This design comes from an exercise in tuning for a short achievable clock period and few clock cycles on the open sky130 flow, not from production work.
The RTL of this run was laid out without a check of its function.

==> flow/design.v <==
`timescale 1ns/100ps
`default_nettype none
module BUF    (input wire I, output wire O); assign O = I; endmodule
module INV    (input wire I, output wire O); assign O = ~I; endmodule
module AND2   (input wire I0, I1, output wire O); assign O = I0 & I1; endmodule
module AND2B1 (input wire I0, I1, output wire O); assign O = ~I0 & I1; endmodule
module AND4   (input wire I0, I1, I2, I3, output wire O); assign O = I0 & I1 & I2 & I3; endmodule
module AND4B1 (input wire I0, I1, I2, I3, output wire O); assign O = ~I0 & I1 & I2 & I3; endmodule
module AND4B2 (input wire I0, I1, I2, I3, output wire O); assign O = ~I0 & ~I1 & I2 & I3; endmodule
module AND4B3 (input wire I0, I1, I2, I3, output wire O); assign O = ~I0 & ~I1 & ~I2 & I3; endmodule
module OR2    (input wire I0, I1, output wire O); assign O = I0 | I1; endmodule
module OR2B1  (input wire I0, I1, output wire O); assign O = ~I0 | I1; endmodule
module OR3    (input wire I0, I1, I2, output wire O); assign O = I0 | I1 | I2; endmodule
module OR4    (input wire I0, I1, I2, I3, output wire O); assign O = I0 | I1 | I2 | I3; endmodule
module FDC (input wire C, CLR, D, output reg Q);
  always @(posedge C or posedge CLR)
    if (CLR) Q <= 1'b0;
    else     Q <= D;
endmodule
`default_nettype wire
`timescale 1ns/100ps
`default_nettype none
module MU0_Alu (
               input  wire [15:0]  X, 
               input  wire [15:0]  Y, 
               input  wire [1:0]   M, 
               output reg  [15:0]  Q
	       );
always @ (*)
begin
    case(M)
        2'b00: Q <= Y;   
        2'b01: Q <= X + Y;  
        2'b10: Q <= X + 1;   
        2'b11: Q <= X + (~Y) + 1;  
        default: Q <= 16'hxxxx;
    endcase
end
endmodule 
`default_nettype wire
`timescale 1ns/100ps
`default_nettype none
module MU0_Flags (
input  wire [15:0]  Acc, 
output reg          N, 
output reg          Z
);
always @(*)
 begin
   Z = ~|Acc;      
   N = Acc[15];    
 end
endmodule 
`default_nettype wire
`timescale 1ns/100ps
`default_nettype none
module MU0_Mux12 (
input  wire [11:0] A, 
input  wire [11:0] B, 
input  wire        S, 
output reg  [11:0] Q);
always @ (*)
begin
    case(S)
        0: Q <= A;   
        1: Q <= B;   
        default: Q <= 12'dx;     
    endcase
end
endmodule 
`default_nettype wire
`timescale 1ns/100ps
`default_nettype none
module MU0_Mux16 (
input  wire  [15:0] A, 
input  wire  [15:0] B, 
input  wire         S, 
output reg  [15:0]  Q
);
always @ (*)
begin
    case(S)
        0: Q <= A;   
        1: Q <= B;   
        default: Q <= 16'dx;
    endcase
end
endmodule 
`default_nettype wire
`timescale 1ns/100ps
`default_nettype none
module MU0_Reg12 (
input  wire        Clk, 
input  wire        Reset,     
input  wire        En, 
input  wire [11:0] D, 
output reg  [11:0] Q
);
always @ (posedge Clk, posedge Reset)
begin
    if(Reset)
        Q <= 12'h000;    
    else if(En)
        Q <= D;  
end
endmodule 
`default_nettype wire
`timescale 1ns/100ps
`default_nettype none
module MU0_Reg16 (
input  wire        Clk, 
input  wire        Reset,     
input  wire        En, 
input  wire [15:0] D, 
output reg  [15:0] Q
 );
always @ (posedge Clk, posedge Reset)
begin
    if(Reset)
        Q <= 16'h0000;   
    else if(En)
        Q <= D;  
end
endmodule 
`default_nettype wire
`timescale 1ns/100ps
`default_nettype none
module MU0_Datapath(
input  wire        Clk,
input  wire        Reset,
input  wire [15:0] Din,
input  wire        X_sel,
input  wire        Y_sel,
input  wire        Addr_sel,
input  wire        PC_En,
input  wire        IR_En,
input  wire        Acc_En,
input  wire [1:0]  M,
output wire [3:0]  F,			 
output wire [11:0] Address,
output wire [15:0] Dout,
output wire        N,
output wire        Z,
output wire [15:0] PC,
output wire [15:0] Acc);
wire [15:0] X;
wire [15:0] Y;
wire [15:0] ALU;
wire [15:0] IR;
MU0_Reg12 PCReg(.D(ALU[11:0]), .En(PC_En), .Reset(Reset), .Clk(Clk), .Q(PC[11:0]));  
MU0_Reg16 ACCReg(.D(ALU), .En(Acc_En), .Reset(Reset), .Clk(Clk), .Q(Acc));  
MU0_Reg16 IRReg(.D(Din), .En(IR_En), .Reset(Reset), .Clk(Clk), .Q(IR));  
MU0_Mux12 AddrMux(.S(Addr_sel), .A(PC[11:0]), .B(IR[11:0]), .Q(Address));    
MU0_Mux16 XMux(.S(X_sel), .A(Acc), .B(PC), .Q(X));   
MU0_Mux16 YMux(.S(Y_sel), .A(Din), .B(IR), .Q(Y));   
MU0_Alu MU0_ALU(.X(X), .Y(Y), .M(M), .Q(ALU));
MU0_Flags FLAGS(.Acc(Acc), .N(N), .Z(Z));
assign Dout = X;
assign F = IR[15:12];
assign PC[15:12] = 4'b0;
endmodule 
`default_nettype wire
`timescale 1ns/100ps
`default_nettype none
module MU0_Control(
                   input  wire         Clk,       
                   input  wire         Reset,     
                   input  wire  [3:0]  F,         
                   input  wire         N,         
                   input  wire         Z,         
                   output wire          fetch,     
                   output wire          PC_En,     
                   output wire          IR_En,     
                   output wire          Acc_En,    
                   output wire          X_sel,     
                   output wire          Y_sel,     
                   output wire          Addr_sel,  
                   output wire   [1:0]  M,         
                   output wire          Rd,        
                   output wire          Wr,        
                   output wire          Halted);   
wire net103, net110, net120, net123, net126;
wire lda, sta, add, sub, jmp, jge, jne, stp; 
wire execute;
AND4B3  ID4 ( .I0(F[2]), .I1(F[1]), .I2(F[0]), .I3(execute), .O(lda));
AND4B1  ID1 ( .I0(F[0]), .I1(F[2]), .I2(F[1]), .I3(execute), .O(jne));
AND4B1  ID2 ( .I0(F[1]), .I1(F[2]), .I2(F[0]), .I3(execute), .O(jge));
AND4B1  ID7 ( .I0(F[2]), .I1(F[1]), .I2(F[0]), .I3(execute), .O(sub));
AND4    ID0 ( .I0(F[2]), .I1(F[1]), .I2(F[0]), .I3(execute), .O(stp));
AND4B2  ID3 ( .I0(F[1]), .I1(F[0]), .I2(F[2]), .I3(execute), .O(jmp));
AND4B2  ID5 ( .I0(F[2]), .I1(F[1]), .I2(F[0]), .I3(execute), .O(sta));
AND4B2  ID6 ( .I0(F[2]), .I1(F[0]), .I2(F[1]), .I3(execute), .O(add));
BUF     ID8 ( .I(execute), .O(Addr_sel));
BUF  I10 ( .I(F[2]), .O(Y_sel));
BUF  I8 ( .I(stp), .O(Halted));
FDC  I0 ( .C(Clk), .CLR(Reset), .Q(execute), .D(net110));
AND2  I12 ( .I0(net120), .I1(execute), .O(M[0]));
AND2  I9 ( .I0(net103), .I1(execute), .O(Acc_En));
AND2  I4 ( .I0(sta), .I1(execute), .O(Wr));
INV  I3 ( .I(execute), .O(X_sel));
INV  I11 ( .I(execute), .O(IR_En));
INV  I5 ( .I(execute), .O(fetch));
AND2B1  I15 ( .I0(Z), .I1(jne), .O(net123));
AND2B1  I17 ( .I0(N), .I1(jge), .O(net126));
OR4  I16 ( .I0(net123), .I1(net126), .I2(jmp), .I3(fetch), .O(PC_En));
OR2B1  I14 ( .I0(execute), .I1(sub), .O(M[1]));
OR2B1  I1 ( .I0(execute), .I1(stp), .O(net110));
OR2B1  I6 ( .I0(execute), .I1(net103), .O(Rd));
OR2  I13 ( .I0(sub), .I1(add), .O(net120));
OR3  I7 ( .I0(add), .I1(sub), .I2(lda), .O(net103));
endmodule 
`default_nettype wire
`timescale 1ns/100ps
`default_nettype none
module MU0 (
           input  wire         Clk,
           input  wire         Reset,
           input  wire [15:0]  Din,
           output wire         Rd,
           output wire         Wr,
           output wire [11:0]  Addr,
           output wire [15:0]  Dout,
           output wire         Halted
	   );
wire N;
wire Z;
wire fetch;
wire [3:0] F;
wire IR_En;
wire PC_En;
wire Acc_En;
wire X_sel;
wire Y_sel;
wire Addr_sel;
wire [1:0] M;
wire [15:0] PC;
wire [15:0] Acc;
MU0_Datapath Datapath (.Clk(Clk), .Reset(Reset), .Din(Din), .X_sel(X_sel),
  			.Y_sel(Y_sel), .Addr_sel(Addr_sel), .PC_En(PC_En),
			.IR_En(IR_En), .Acc_En(Acc_En), .M(M), .F(F),
                        .Address(Addr), .Dout(Dout), .N(N), .Z(Z), .PC(PC), .Acc(Acc));
MU0_Control Control (.Clk(Clk), .Reset(Reset), .F(F),  .N(N), .Z(Z),
                      .fetch(fetch), .PC_En(PC_En), .IR_En(IR_En), .Acc_En(Acc_En),
                      .X_sel(X_sel), .Y_sel(Y_sel), .Addr_sel(Addr_sel),
                      .M(M), .Rd(Rd), .Wr(Wr), .Halted(Halted));
endmodule 
`default_nettype wire
==> flow/run.sh <==
#!/bin/bash
# synth_recipe.tcl (not shown) runs the flow's synth.tcl, then flattens the netlist and writes it again
# the make line also repeats each setting of config.mk as NAME=value (left out here)
make -C /OpenROAD-flow-scripts/flow DESIGN_CONFIG=/design/flow/config.mk WORK_HOME=/design/flow/orfs CLKGATE_MAP_FILE= SYNTH_SCRIPT=/design/flow/synth_recipe.tcl finish
==> flow/config.mk <==
export PLATFORM = sky130hd
export DESIGN_NAME = MU0
export DESIGN_NICKNAME = MU0
export VERILOG_FILES = /design/flow/design.v
export SDC_FILE = /design/flow/constraint.sdc
export NUM_CORES = 4
export LEC_CHECK = 0
export CAP_MARGIN = 20
export CORE_MARGIN = 2
export CORE_UTILIZATION = 40
export SLEW_MARGIN = 20
==> flow/constraint.sdc <==
create_clock -name core_clock -period 4.0 [get_ports {Clk}]
set_input_delay 0.8000 -clock core_clock [delete_from_list [all_inputs] [get_ports {Clk}]]
set_output_delay 0.8000 -clock core_clock [all_outputs]
set_load 0.01 [all_outputs]
==> results_dict.tcl <==
set metrics [dict create \
    cp_num_buf_inv 1 \
    grt_max_degree 46 \
    crit_chain "and2b_1, nand2_1, nand2_1, ha_1, or2_2, inv_1, ha_1, a211oi_1, o211a_1, o31ai_4, o211ai_1, o31ai_1, a2111oi_0, a311oi_1" \
    ys_warn_count 7 \
    viasPerCell 5.62 \
    diodes 0 \
    cts_setup_buffers 0 \
    rrSetupSlack_ps 390 \
    clockBufferDepth 2 \
    cts_hold_buffers 0 \
    cts-root-buf "clkbuf_8" \
    hp-start "Datapath.ACCReg.Q[1]" \
    num_rows 36 \
    finalCritPeriodShare 0.903 \
    crit_type "flip-flop to flip-flop" \
    final_common_cell "nand2_1" \
    start_util 0.415 \
    clock_sinks 45 \
    final_cell_mix "nand2_1 (83), clkdlybuf4s50_1 (48), dfrtp_1 (44), nor2_1 (40), ha_1 (32)" \
    wire_per_inst_um 17.8 \
    period_minus_slack_ps 3610 \
    r2r_end "Datapath.ACCReg.Q[13]" \
    setup_tns_ps 0 \
    rsz0062_at_grt "no" \
    dp_hpwl_um 9180 \
    clk_latency_ps 310 \
    max_freq_ghz 0.277 \
    worstSetupEndpointType "flip-flop" \
    die_w_um 105 \
    grt_pass1_wl_um 19800 \
    worstMarginPinSlew_ps 1010 \
    crit-reg2reg-launch "Datapath.IRReg.Q[13]" \
    whs_path_depth 2 \
    setup-violations-final 0 \
    cp_slowest_cell "dfrtp_1" \
    cp.required_ps 4150 \
    ys_seq_area_frac 0.275 \
    syn_nets 555 \
    coreArea_um2 9860 \
    dr_total_vias 3812 \
    holdPathEnd "Datapath.ACCReg.Q[1]" \
    synthToLayoutAreaGrowth_pct 17.7 \
    dieArea_um2 11100 \
    firstDrtPassIters 5 \
    antenna_found_initial 0 \
    htree_levels 2 \
    hold_viol 0 \
    syn-cell-area_um2 4100 \
    cap_violations 0 \
    cts_buffers 5 \
    critPathLaunchType "flip-flop" \
    cts_tree "yes" \
    cp_data_arrival_time_ps 3760 \
    maxSlewViolCount 0 \
    fin_nets 596 \
    skew_ps 8.55 \
    crit_family "compound AO/OA/AOI/OAI gates" \
    ctsResizeCount 0 \
    gp_congestion 0.958 \
    crit_fanout 8 \
    die_y_um 105 \
    ys_ff_latch 45 \
    netlist-cell-type-count 61 \
    num-fill-cells 955 \
    track_usage 0.224 \
    grt_pass1_vias 3804 \
    max_stage_delay_ps 470 \
    drt_iter0_drc 176 \
    syn_inst 503 \
    postSynth.asyncResetShare 1.00 \
    grt_overflow 0 \
    relSlewSlack 0.325 \
    syn_avg_cell_area_um2 8.14 \
    ios 49 \
    drt-total-wl_um 12000 \
    ant_nets 0 \
    hp-class "flip-flop to flip-flop" \
    port_buffers 48 \
    synth_flop_cell "dfrtp_1" \
    clk_pin_slew_ps 100 \
    synth_edf_count 0 \
    drcViolationCount 0 \
    status "no timing/DRC/antenna violations" \
    crit_start "Datapath.IRReg.Q[13]" \
    worstRegToRegCells 14 \
    drive_gt1_frac 0.0936 \
]
worst max-delay path by stage:
stage | depth (start not counted) | slack [ps] | to
after floorplan | 15 | 660 | Datapath.ACCReg.Q[13]
after global placement | 12 | 210 | Datapath.PCReg.Q[11]
after detailed placement | 12 | 180 | Datapath.ACCReg.Q[11]
after CTS | 14 | 380 | Datapath.ACCReg.Q[11]
after global routing | 15 | 220 | Datapath.ACCReg.Q[12]
final | 14 | 390 | Datapath.ACCReg.Q[13]
final cells by class:
type | instances | area [µm²] | area share
Clock buffer | 6 | 72.6 | 0.0151
Inverter | 28 | 106 | 0.0221
Timing Repair Buffer | 56 | 541 | 0.112
Clock inverter | 2 | 38.8 | 0.00805
Sequential cell | 45 | 1130 | 0.234
Tap cell | 133 | 166 | 0.0345
Multi-Input combinational cell | 408 | 2770 | 0.574
metrics by stage:
stage | std cells | util | area [µm²] | hold slack, ps | setup WS, ps
global route | 678 | 0.488 | 4820 | 533 | 218
detailed placement | 670 | 0.477 | 4710 | 493 | 184
finish | 678 | 0.488 | 4820 | 515 | 390
CTS | 678 | 0.488 | 4820 | 516 | 377
global placement | 670 | 0.477 | 4710 | 486 | 211
floorplan | 503 | - | 4100 | 468 | 658
worst reg2reg max path, stage by stage (launching register included):
cell	delay (ps)
dfrtp_1	470
and2b_1	230
nand2_1	70
nand2_1	70
ha_1	320
or2_2	370
inv_1	60
ha_1	230
a211oi_1	380
o211a_1	320
o31ai_4	110
o211ai_1	170
o31ai_1	100
a2111oi_0	440
a311oi_1	90
cells in the mapped netlist (all sizes together) (10+ instances only):
| library cell | count | area share |
|---|---|---|
| nor2 | 40 | 0.037 |
| a31oi | 10 | 0.018 |
| a21oi | 34 | 0.044 |
| nand2b | 18 | 0.027 |
| o21ai | 35 | 0.044 |
| xnor2 | 15 | 0.032 |
| dfrtp | 45 | 0.27 |
| clkbuf | 15 | 0.014 |
| mux2i | 17 | 0.042 |
| ha | 32 | 0.098 |
| mux2 | 20 | 0.055 |
| inv | 26 | 0.024 |
| nand2 | 83 | 0.076 |
state kept, by name, indices dropped and copies added, names as in the netlist:
register           cells
Datapath.ACCReg.Q     16
Datapath.IRReg.Q      16
Datapath.PCReg.Q      12
Control.I0.Q           1
per-layer routing:
| layer | track usage | share of wire | vias up |
|---|---|---|---|
| li1 | - | - | 1870 |
| met1 | 0.279 | 0.44 | 1814 |
| met5 | 0 | 0 | - |
| met4 | 0.0590 | 0.021 | 0 |
| met3 | 0.0324 | 0.038 | 21 |
| met2 | 0.403 | 0.50 | 107 |
cell families (layout without fill, tap and decap cells):
group / after synthesis / in the layout / share of synthesized area
compound gates: 128 / 128 / 0.213
buf+inv: 50 / 92 / 0.0495
simple gates: 186 / 186 / 0.209
flops: 45 / 45 / 0.275
mux: 37 / 37 / 0.0965
xor+xnor: 23 / 23 / 0.0492
fa+ha+maj: 34 / 34 / 0.108

==> re-timing with driven ports <==
The results above use ideal ports. As a check the final layout listed here was re-extracted and re-timed, cells and wires unchanged. Step 1 (the two cells are an assumption about what drives the block):
set clk [get_ports {Clk}]
set_driving_cell -lib_cell sky130_fd_sc_hd__clkbuf_16 $clk
set_driving_cell -lib_cell sky130_fd_sc_hd__buf_2 [delete_from_list [all_inputs] $clk]
Step 2 moves the port delays by t, midway between the first and last clock arrival at a register: inputs arrive t later, outputs are due t later. That takes back most of the time a late clock gives input paths. Three values: ideal ports, drivers, drivers and shift; two values: the first two.
shift t [ns]: 0.331
setup WS [ns]: 0.390 / 0.390 / 0.155
worst setup path after step 2: input to register
slew at the worst register clock pin (ns): 0.10 / 0.10
worst slew at a driven data input, ns: 0.04
After both steps this run still meets setup and hold. The setup slack of this run moves by 0.000 ns with the drivers and by -0.235 ns with both steps.
